Source: an optimization exercise on an open RTL-to-GDS flow (aim: a short achievable clock period). Production flows keep margins and buffers that such runs may drop. Only the layout flow was run in this run; the RTL was not checked for function there. The clock cells of this run come from the design's own scripts or RTL, not from TritonCTS. The clock port is modelled as an ideal driver, which makes a skipped or thinned clock tree look cheaper than it is; a real chip needs a root buffer or a tree. Power and IR drop assume default switching activity.

<file path="flow/flow/run.sh">
#!/bin/bash
# Standard ORFS flow, except that after CTS the clock tree is rebuilt as a
# single level: the clock port drives NCLK buf_16 cells, each of which
# drives one balanced cluster of flip-flops (see post_cts.tcl).
set -euo pipefail
here=$(pwd)
export POST_CTS_TCL=$here/flow/post_cts.tcl
export FLOW_NCLK=${FLOW_NCLK:-4}
export FLOW_CLKBUF=${FLOW_CLKBUF:-sky130_fd_sc_hd__buf_16}
bash standard.sh finish > $here/standard_make.log 2>&1
</file>
<file path="flow/flow/post_cts.tcl">
# Rebuild the clock tree made by CTS as one level of FLOW_CLKBUF cells, each
# driving an equal share of the flip-flops, grouped by location.
set block [ord::get_db_block]
set db [ord::get_db]
set nclk $::env(FLOW_NCLK)
set buf_master [$db findMaster $::env(FLOW_CLKBUF)]
set clk_port_net [$block findNet HCLK]

# Pull each output's driving chain (port buffer, an inverter if any, and the
# flip-flop) next to its pin, so the register-to-pin wires are short.
proc driver_inst {net} {
  if {$net eq "NULL"} { return "" }
  foreach it [$net getITerms] {
    if {[$it isOutputSignal]} { return [$it getInst] }
  }
  return ""
}
proc sink_count {net} {
  set n 0
  foreach it [$net getITerms] { if {[$it isInputSignal]} { incr n } }
  return [expr {$n + [llength [$net getBTerms]]}]
}
set core [$block getCoreArea]
set site_h 2720
foreach bt [$block getBTerms] {
  if {[$bt getIoType] ne "OUTPUT"} { continue }
  set pb [$bt getBBox]
  set px [expr {([$pb xMin] + [$pb xMax]) / 2}]
  set py [expr {([$pb yMin] + [$pb yMax]) / 2}]
  set tx [expr {min(max($px, [$core xMin] + 2000), [$core xMax] - 6000)}]
  set ty [expr {min(max($py, [$core yMin] + 2000), [$core yMax] - 4000)}]
  set inst [driver_inst [$bt getNet]]
  set chain {}
  while {$inst ne ""} {
    set m [$inst getMaster]
    lappend chain $inst
    if {[$m isSequential]} { break }
    # follow the single data input of a buffer or inverter
    set ins {}
    foreach it [$inst getITerms] { if {[$it isInputSignal]} { lappend ins $it } }
    if {[llength $ins] != 1} { set chain {}; break }
    set innet [[lindex $ins 0] getNet]
    if {$innet eq "NULL" || [sink_count $innet] > 4} { break }
    set inst [driver_inst $innet]
  }
  foreach inst $chain {
    if {[$inst getPlacementStatus] eq "FIRM" || [$inst isFixed]} { continue }
    $inst setLocation $tx $ty
  }
  puts "output [$bt getName]: moved [llength $chain] cells to $tx $ty"
}
detailed_placement

# flip-flop clock pins reached through the CTS tree
set sinks {}
foreach inst [$block getInsts] {
  set m [$inst getMaster]
  if {[$m isSequential]} {
    foreach it [$inst getITerms] {
      if {[[$it getMTerm] getName] eq "CLK"} { lappend sinks $it }
    }
  }
}
# remove the CTS buffers, load cells and their nets
foreach inst [$block getInsts] {
  set n [$inst getName]
  if {[string match clkbuf_*HCLK* $n] || [string match clkload* $n]} {
    odb::dbInst_destroy $inst
  }
}
foreach net [$block getNets] {
  if {[string match clknet_* [$net getName]]} { odb::dbNet_destroy $net }
}

# split sinks into nclk groups of equal size: first by x, then by y
proc xy {it} {
  set inst [$it getInst]
  set b [$inst getBBox]
  return [list [expr {([$b xMin] + [$b xMax]) / 2}] [expr {([$b yMin] + [$b yMax]) / 2}]]
}
proc split_groups {items n axis} {
  if {$n <= 1} { return [list $items] }
  set keyed {}
  foreach it $items { lappend keyed [list [lindex [xy $it] $axis] $it] }
  set keyed [lsort -integer -index 0 $keyed]
  set n1 [expr {$n / 2}]
  set k [expr {round(double([llength $keyed]) * $n1 / $n)}]
  set a {}; set b {}
  set i 0
  foreach p $keyed {
    if {$i < $k} { lappend a [lindex $p 1] } else { lappend b [lindex $p 1] }
    incr i
  }
  set nx [expr {1 - $axis}]
  return [concat [split_groups $a $n1 $nx] [split_groups $b [expr {$n - $n1}] $nx]]
}
set groups [split_groups $sinks $nclk 0]

# refine: balanced k-means (Manhattan), each group at most ceil(n / nclk) sinks
proc median {l} {
  set l [lsort -integer $l]
  return [lindex $l [expr {[llength $l] / 2}]]
}
proc centers {groups} {
  set cs {}
  foreach grp $groups {
    set xs {}; set ys {}
    foreach it $grp { lassign [xy $it] x y; lappend xs $x; lappend ys $y }
    lappend cs [list [median $xs] [median $ys]]
  }
  return $cs
}
proc wirelen {groups} {
  set tot 0
  foreach grp $groups c [centers $groups] {
    lassign $c cx cy
    foreach it $grp { lassign [xy $it] x y; incr tot [expr {abs($x - $cx) + abs($y - $cy)}] }
  }
  return $tot
}
set cap [expr {int(ceil(double([llength $sinks]) / $nclk))}]
puts "clock clustering: initial spread [wirelen $groups]"
for {set iter 0} {$iter < 20} {incr iter} {
  set cs [centers $groups]
  set pairs {}
  foreach it $sinks {
    lassign [xy $it] x y
    set k 0
    foreach c $cs {
      lassign $c cx cy
      lappend pairs [list [expr {abs($x - $cx) + abs($y - $cy)}] $k $it]
      incr k
    }
  }
  set pairs [lsort -integer -index 0 $pairs]
  array unset taken
  set new {}
  for {set k 0} {$k < [llength $cs]} {incr k} { lappend new {}; set cnt($k) 0 }
  foreach p $pairs {
    lassign $p d k it
    if {[info exists taken($it)] || $cnt($k) >= $cap} { continue }
    set taken($it) 1
    incr cnt($k)
    lset new $k [concat [lindex $new $k] [list $it]]
  }
  if {[wirelen $new] >= [wirelen $groups]} { break }
  set groups $new
}
puts "clock clustering: final spread [wirelen $groups] after $iter rounds"

set g 0
foreach grp $groups {
  set xs {}; set ys {}
  foreach it $grp { lassign [xy $it] x y; lappend xs $x; lappend ys $y }
  set cx [median $xs]
  set cy [median $ys]
  set net [odb::dbNet_create $block clknet_lvl1_$g]
  $net setSigType CLOCK
  set inst [odb::dbInst_create $block $buf_master clkbuf_lvl1_$g]
  $inst setLocation $cx $cy
  $inst setPlacementStatus PLACED
  [$inst findITerm A] connect $clk_port_net
  [$inst findITerm X] connect $net
  foreach it $grp { $it disconnect; $it connect $net }
  puts "clock group $g: [llength $grp] sinks, buffer at $cx $cy"
  incr g
}
$clk_port_net setSigType CLOCK

# port buffers: plain buffers, not delay cells
proc port_buffer_swap {} {
  set block [ord::get_db_block]
  set db [ord::get_db]
  foreach bt [$block getBTerms] {
    set name [$bt getName]
    if {$name eq "HCLK"} { continue }
    set net [$bt getNet]
    if {$net eq "NULL"} { continue }
    set io [$bt getIoType]
    foreach it [$net getITerms] {
      set inst [$it getInst]
      set m [[$inst getMaster] getName]
      if {![regexp {__(buf|clkbuf|dlygate|clkdlybuf|dlymetal|dlybuf)} $m]} { continue }
      if {$io eq "INPUT" && [$it isInputSignal]} {
        set want sky130_fd_sc_hd__buf_4
      } elseif {$io eq "OUTPUT" && [$it isOutputSignal]} {
        set want sky130_fd_sc_hd__buf_6
      } else { continue }
      if {$m ne $want} {
        puts "port $name: [$inst getName] $m -> $want"
        replace_cell [$inst getName] $want
      }
    }
  }
}
port_buffer_swap
detailed_placement
estimate_parasitics -placement
repair_timing_helper
detailed_placement
check_placement -verbose
estimate_parasitics -placement
report_clock_skew
report_worst_slack -max
</file>
<file path="flow/standard.sh">
#!/bin/bash
# synth_recipe.tcl (not shown) runs the flow's synth.tcl, then flattens the netlist and writes it again
# the make line also repeats each setting of config.mk as NAME=value (left out here)
make -C /OpenROAD-flow-scripts/flow DESIGN_CONFIG=/design/flow/config.mk WORK_HOME=/design/flow/orfs CLKGATE_MAP_FILE= SYNTH_SCRIPT=/design/flow/synth_recipe.tcl "${@:-finish}"
</file>
<file path="flow/config.mk">
export PLATFORM = sky130hd
export DESIGN_NAME = EF_PSRAM_CTRL_ahbl
export DESIGN_NICKNAME = EF_PSRAM_CTRL_ahbl
export VERILOG_FILES = /design/flow/design.v
export SDC_FILE = /design/flow/constraint.sdc
export NUM_CORES = 4
export LEC_CHECK = 0
export CAP_MARGIN = 20
export CORE_MARGIN = 2
export CORE_UTILIZATION = 45
export SETUP_SLACK_MARGIN = 2.2
export SLEW_MARGIN = 20
</file>
<file path="flow/constraint.sdc">
create_clock -name core_clock -period 3.5 [get_ports {HCLK}]
set_input_delay 0.7000 -clock core_clock [delete_from_list [all_inputs] [get_ports {HCLK}]]
set_output_delay 0.7000 -clock core_clock [all_outputs]
set_load 0.01 [all_outputs]
</file>
<file path="flow/design.v">
`timescale              1ns/1ps
`default_nettype        none
module EF_PSRAM_CTRL_ahbl (
    input   wire            HCLK,
    input   wire            HRESETn,
    input   wire            HSEL,
    input   wire [31:0]     HADDR,
    input   wire [31:0]     HWDATA,
    input   wire [1:0]      HTRANS,
    input   wire [2:0]      HSIZE,
    input   wire            HWRITE,
    input   wire            HREADY,
    output  wire            HREADYOUT,
    output  wire [31:0]     HRDATA,
    output  wire            sck,
    output  wire            ce_n,
    input   wire [3:0]      din,
    output  wire [3:0]      dout,
    output  wire [3:0]      douten
);
    reg         busy;            
    reg         hro;             
    reg         act;             
    reg         ce_r;            
    reg         sck_i;           
    reg         sck_r;           
    reg         shift;           
    reg [1:0]   busy_a;          
    reg [4:0]   cnt;             
    reg         done;            
    reg         wr;              
    reg         sz1;             
    reg         sz2;             
    reg [23:0]  asr;             
    reg [2:0]   wsel;            
    reg [3:0]   wdn;             
    reg [3:0]   dout_r;
    reg         douten_r;
    reg [31:0]  rdata;           
    wire        ahb_addr_phase  = HTRANS[1] & HSEL & HREADY;
    wire        run             = busy & act;
    wire        shift_nx        = busy & ~done & act & ~sck_i;
    wire [4:0]  lastm1          = wr ? (sz1 ? 5'd14 : sz2 ? 5'd16 : 5'd20)
                                     : (sz1 ? 5'd21 : sz2 ? 5'd23 : 5'd27);
    wire        in_cmd          = (cnt < 5'd7);      
    wire        in_addr         = ~in_cmd & (cnt < 5'd13);   
    always @(posedge HCLK or negedge HRESETn)
        if(!HRESETn) begin
            busy    <= 1'b0;
            hro     <= 1'b0;
            act     <= 1'b0;
            ce_r    <= 1'b0;
        end else begin
            busy    <= busy ? ~done : ahb_addr_phase;
            hro     <= busy_a[0] ? ~(done & ~sck_i) : ahb_addr_phase;
            act     <= busy_a[0];
            ce_r    <= busy;
        end
    always @(posedge HCLK or negedge HRESETn)
        if(!HRESETn)
            busy_a  <= 2'b00;
        else begin
            busy_a[0] <= busy_a[0] ? ~done : ahb_addr_phase;
            busy_a[1] <= busy_a[1] ? ~done : ahb_addr_phase;
        end
    always @(posedge HCLK) begin
        shift   <= shift_nx;
        sck_i   <= act & ~sck_i;
        sck_r   <= act & ~sck_r;
        cnt     <= run ? cnt + {4'b0, shift} : 5'd0;
        done    <= run & (shift ? (cnt == lastm1) : done);
        wsel    <= run ? wsel + {2'b0, shift_nx} : 3'd3;
    end
    always @(posedge HCLK)
        if(~busy_a[0]) begin
            wr      <= HWRITE;
            sz1     <= (HSIZE == 3'd0);
            sz2     <= (HSIZE == 3'd1);
        end
    wire        asr_en  = shift & ~in_cmd;
    always @(posedge HCLK) begin
        if(~busy_a[0])
            asr[11:0]   <= {HADDR[15:12], HADDR[19:16], HADDR[23:20]};
        else if(asr_en)
            asr[11:0]   <= asr[15:4];
        if(~busy_a[1])
            asr[23:12]  <= {HADDR[3:0], HADDR[7:4], HADDR[11:8]};
        else if(asr_en)
            asr[23:12]  <= {4'h0, asr[23:16]};
    end
    wire [7:0]  cmd     = wr ? 8'h38 : 8'heb;
    wire [2:0]  cmd_i   = 3'd6 - cnt[2:0];
    wire [31:0] wd_ord  = {HWDATA[27:24], HWDATA[31:28], HWDATA[19:16], HWDATA[23:20],
                           HWDATA[11:8],  HWDATA[15:12], HWDATA[3:0],   HWDATA[7:4]};
    reg  [3:0]  wd_nib;
    integer k;
    always @* begin
        wd_nib = 4'h0;
        for(k = 0; k < 8; k = k + 1)
            wd_nib = wd_nib | ({4{wsel == k}} & wd_ord[4*k +: 4]);
    end
    always @(posedge HCLK)
        wdn <= wd_nib;
    wire [3:0]  nxt     = in_cmd  ? {3'b000, cmd[cmd_i]} :
                          in_addr ? asr[3:0] : wdn;
    always @(posedge HCLK) begin
        if(~act)
            dout_r  <= {3'b000, cmd[7]};
        else if(shift)
            dout_r  <= nxt;
        if(~act)
            douten_r <= 1'b1;
        else if(shift & ~wr & ~in_cmd & ~in_addr)
            douten_r <= 1'b0;
    end
    genvar i;
    generate
        for(i = 0; i < 8; i = i + 1) begin : g_nib
            wire cap = shift & ~wr & (cnt == 5'd20 + (i ^ 1));
            always @(posedge HCLK)
                if(cap)
                    rdata[i*4 +: 4] <= din;
        end
    endgenerate
    assign HREADYOUT    = ~hro;
    assign HRDATA       = rdata;
    assign sck          = sck_r;
    assign ce_n         = ~ce_r;
    assign dout         = dout_r;
    assign douten       = {4{douten_r}};
endmodule
</file>
==> results_dict.tcl <==
set metrics [dict create \
    utilization_pct 68.5 \
    r2r_cells 6 \
    pin_count 121 \
    syn_nets 348 \
    grt_overflow_total 0 \
    finalCritPeriodShare_pct 43.5 \
    tightest_slew_ns 0.396 \
    synth.top_cell.area_share_pct 49.0 \
    fmax_ghz 0.656 \
    status "timing/DRC/antenna clean" \
    grt.busiest_layer "met2" \
    die_w_um 94.4 \
    ys_top_cells_by_area "edfxtp_1 (49%), dfxtp_1 (11%), mux2_2 (6.7%)" \
    pre_cts_slack_ns 1.55 \
    fillers 581 \
    setup_slack_ns 1.98 \
    cp_slowest_cell "edfxtp_1" \
    rsz0062_at_grt "yes" \
    dieArea_um2 8910 \
    ir_drop_mv 0.373 \
    met1_usage_pct 23.9 \
    stdcell_count 490 \
    crit_path_start_kind "register" \
    slew_headroom_pct 73.6 \
    antenna_left 0 \
    synthMuxAreaShare_pct 11.5 \
    ys.warnings.count 1 \
    start_util_pct 47.1 \
    finalSetupViolCount 0 \
    crit_chain "buf_4 -> buf_4 -> nor2b_1 -> a211oi_1 -> o21ai_1 -> a31oi_1" \
    p_leak_nw 2.17 \
    final_max_slew_viol_count 0 \
    met2_usage_pct 35.1 \
    dp_hpwl_mm 5.15 \
    grt_antenna_before_repair 0 \
    io_buffers 111 \
    row_count 32 \
    period_minus_slack_ns 1.52 \
    synth_top_family_by_area "multiplexers" \
    via_count 2493 \
    area_growth_pct 45.6 \
    dpl.cell_count 458 \
    seq_area_um2 2400 \
    min_path_type "input port to async pin" \
    wl_per_cell_um 16.7 \
    cts.reportedPaths.clkPinSlew_ns 0.08 \
    totalWireLength_mm 8.20 \
    critPathArrivalTime_ns 1.48 \
    avgSynthCellArea_um2 14.2 \
    yosysSeqAreaShare_pct 64.0 \
    slowest_delay_ns 0.46 \
    required_ns 3.46 \
    synth_cell_types 45 \
    cap_violations 0 \
    cellPowerDensity_nw_per_um2 631 \
    critPathMostFrequentCell "buf_4" \
    drc 0 \
    path_max_fanout 5 \
    drtIter0Drc 91 \
    final.setup_skew_ns 0.00768 \
    finalHoldViolations 0 \
    drt_pass1_iterations 4 \
    syn-cell-area_um2 3680 \
    drive_gt1_share_pct 56.7 \
    die_h_um 94.4 \
    synth_xor_area_share_pct 1.67 \
    synth_edf_count 60 \
    yosys-top-cells-count "edfxtp_1 (60), mux2_2 (22), dfxtp_1 (20)" \
    place_congestion 0.779 \
    viasPerCell 5.09 \
    yosysMostFrequentCell "edfxtp_1" \
    fin_nets 479 \
    synth_compound_area_share_pct 6.16 \
    setup_tns_ns 0 \
    clkLatencyLatePin_ns 0.12 \
    synthCells 259 \
    track_usage_pct 19.6 \
    synth-simple-area-share_pct 9.67 \
    core-area_um2 7810 \
    cts.sinks 86 \
    synth_fa_ha_area_share_pct 3.74 \
    synth_flop_cell "edfxtp_1" \
    post-synth-top-area-cell "edfxtp_1" \
    multiInputGateArea_um2 1450 \
    async_reset_ff_share_pct 6.98 \
    critPathKind "register to register" \
    ys_ff_latch 86 \
    cp-end-kind "register" \
    grtUsageMet3_pct 5.35 \
    antennaDiodeCount 0 \
    grt_pass1_wl_mm 13.1 \
    grt_max_degree 23 \
    grt_pass1_vias 2539 \
    holdWs_ns 0.376 \
]
==> sequential cells by signal, indices dropped and copies added (netlist names), 2 cells and up <==
| register | count |
|---|---|
| rdata | 32 |
| asr | 24 |
| cnt | 5 |
| dout_r | 4 |
| wdn | 4 |
| wsel | 3 |
| busy_a | 2 |
==> stage by stage <==
step / total power, mW / instance area [µm²]
floorplan: 2.27 / 3790
global placement: 2.53 / 4930
detailed placement: 2.56 / 4930
global route: 3.58 / 5350
finish: 3.38 / 5350
==> metal layers <==
metal | wire, µm | part of all wire (%)
met5 | 0 | 0
met4 | 101 | 1.2
met3 | 573 | 7.0
met2 | 4210 | 51
met1 | 3320 | 40
==> cells in the final DEF, fill, tap and decap left out, types with 4 or more instances in the layout <==
master    instances
mux2_2           20
nand3_1           5
inv_1             4
buf_6            55
edfxtp_1         60
o21ai_1           6
nand2_1          10
nor2_1           11
buf_16            4
ha_4              4
and2_4            9
dfxtp_2           5
nor2b_1           7
buf_4            82
dfxtp_1           6
dfxtp_4           9
a21oi_1           7
mux2i_1          13
ha_1              6
==> worst max-delay path: cells and delay by family, from the launching register on <==
family | cells | cell delay [ns]
buf+inv | 2 | 0.31
compound gates | 3 | 0.46
simple gates | 1 | 0.13
flops | 1 | 0.46
==> kinds of logic (layout without fill, tap and decap cells) <==
logic type | after synthesis | count (layout)
adders and majority gates | 11 | 11
xor gates and xnor gates | 7 | 7
and+or+nand+nor | 65 | 67
AOI/OAI and AO/OA | 32 | 32
muxes | 37 | 37
buffers and inverters | 21 | 148
DFF | 86 | 86
==> path summary, 6_finish.rpt <==
kind / start / to / slack [ns]
hold reg to reg: dout_r[2]$_SDFFE_PN0P_ / dout_r[2]$_SDFFE_PN0P_ / 0.50
setup / recovery: wr$_DFFE_PN_ / dout_r[0]$_DFFE_PP_ / 1.98
min in group core_clock: dout_r[2]$_SDFFE_PN0P_ / dout_r[2]$_SDFFE_PN0P_ / 0.50
hold / removal: HRESETn / ce_r$_DFF_PN0_ / 0.38
setup reg to reg: wr$_DFFE_PN_ / dout_r[0]$_DFFE_PP_ / 1.98
max in group asynchronous: HRESETn / busy_a[1]$_DFF_PN0_ / 2.98
==> cell type report <==
class / instances / area share, %
tap: 102 / 2.38
multi-input combinational: 154 / 27.2
sequential: 86 / 44.8
timing repair buffer: 137 / 23.1
buffer: 4 / 2.06
inverter: 7 / 0.491
==> report_power, final <==
group          switching [mW]  leakage, nW  total (mW)  internal (mW)
clock network           0.234       0.0507       0.494          0.259
logic                   0.533         1.34        1.29          0.752
registers               0.226        0.773        1.60           1.37

-- separate check: timing with driven ports --
The flow's constraints put no driver on any port. The routed layout listed below was extracted and timed again, unchanged, in two steps. Step 1 sets driving cells, clkbuf_16 on the clock port and buf_2 on the other inputs (assumed; they add their load-dependent delay and slew). Step 2 also shifts input and output timing later by t, the mid clock arrival at the registers, as if the neighbouring blocks saw the same clock. a / b / c = ideal ports / drivers / drivers and shift; a / b = the first two.
t (ns): 0.222
slack for setup (ns): 1.976 / 1.976 / 1.848
worst data-port slew with drivers (ns): 0.05
After both steps setup and hold are still met in this run. The setup slack of this run moves by 0.000 ns with the drivers and by -0.128 ns with both steps.
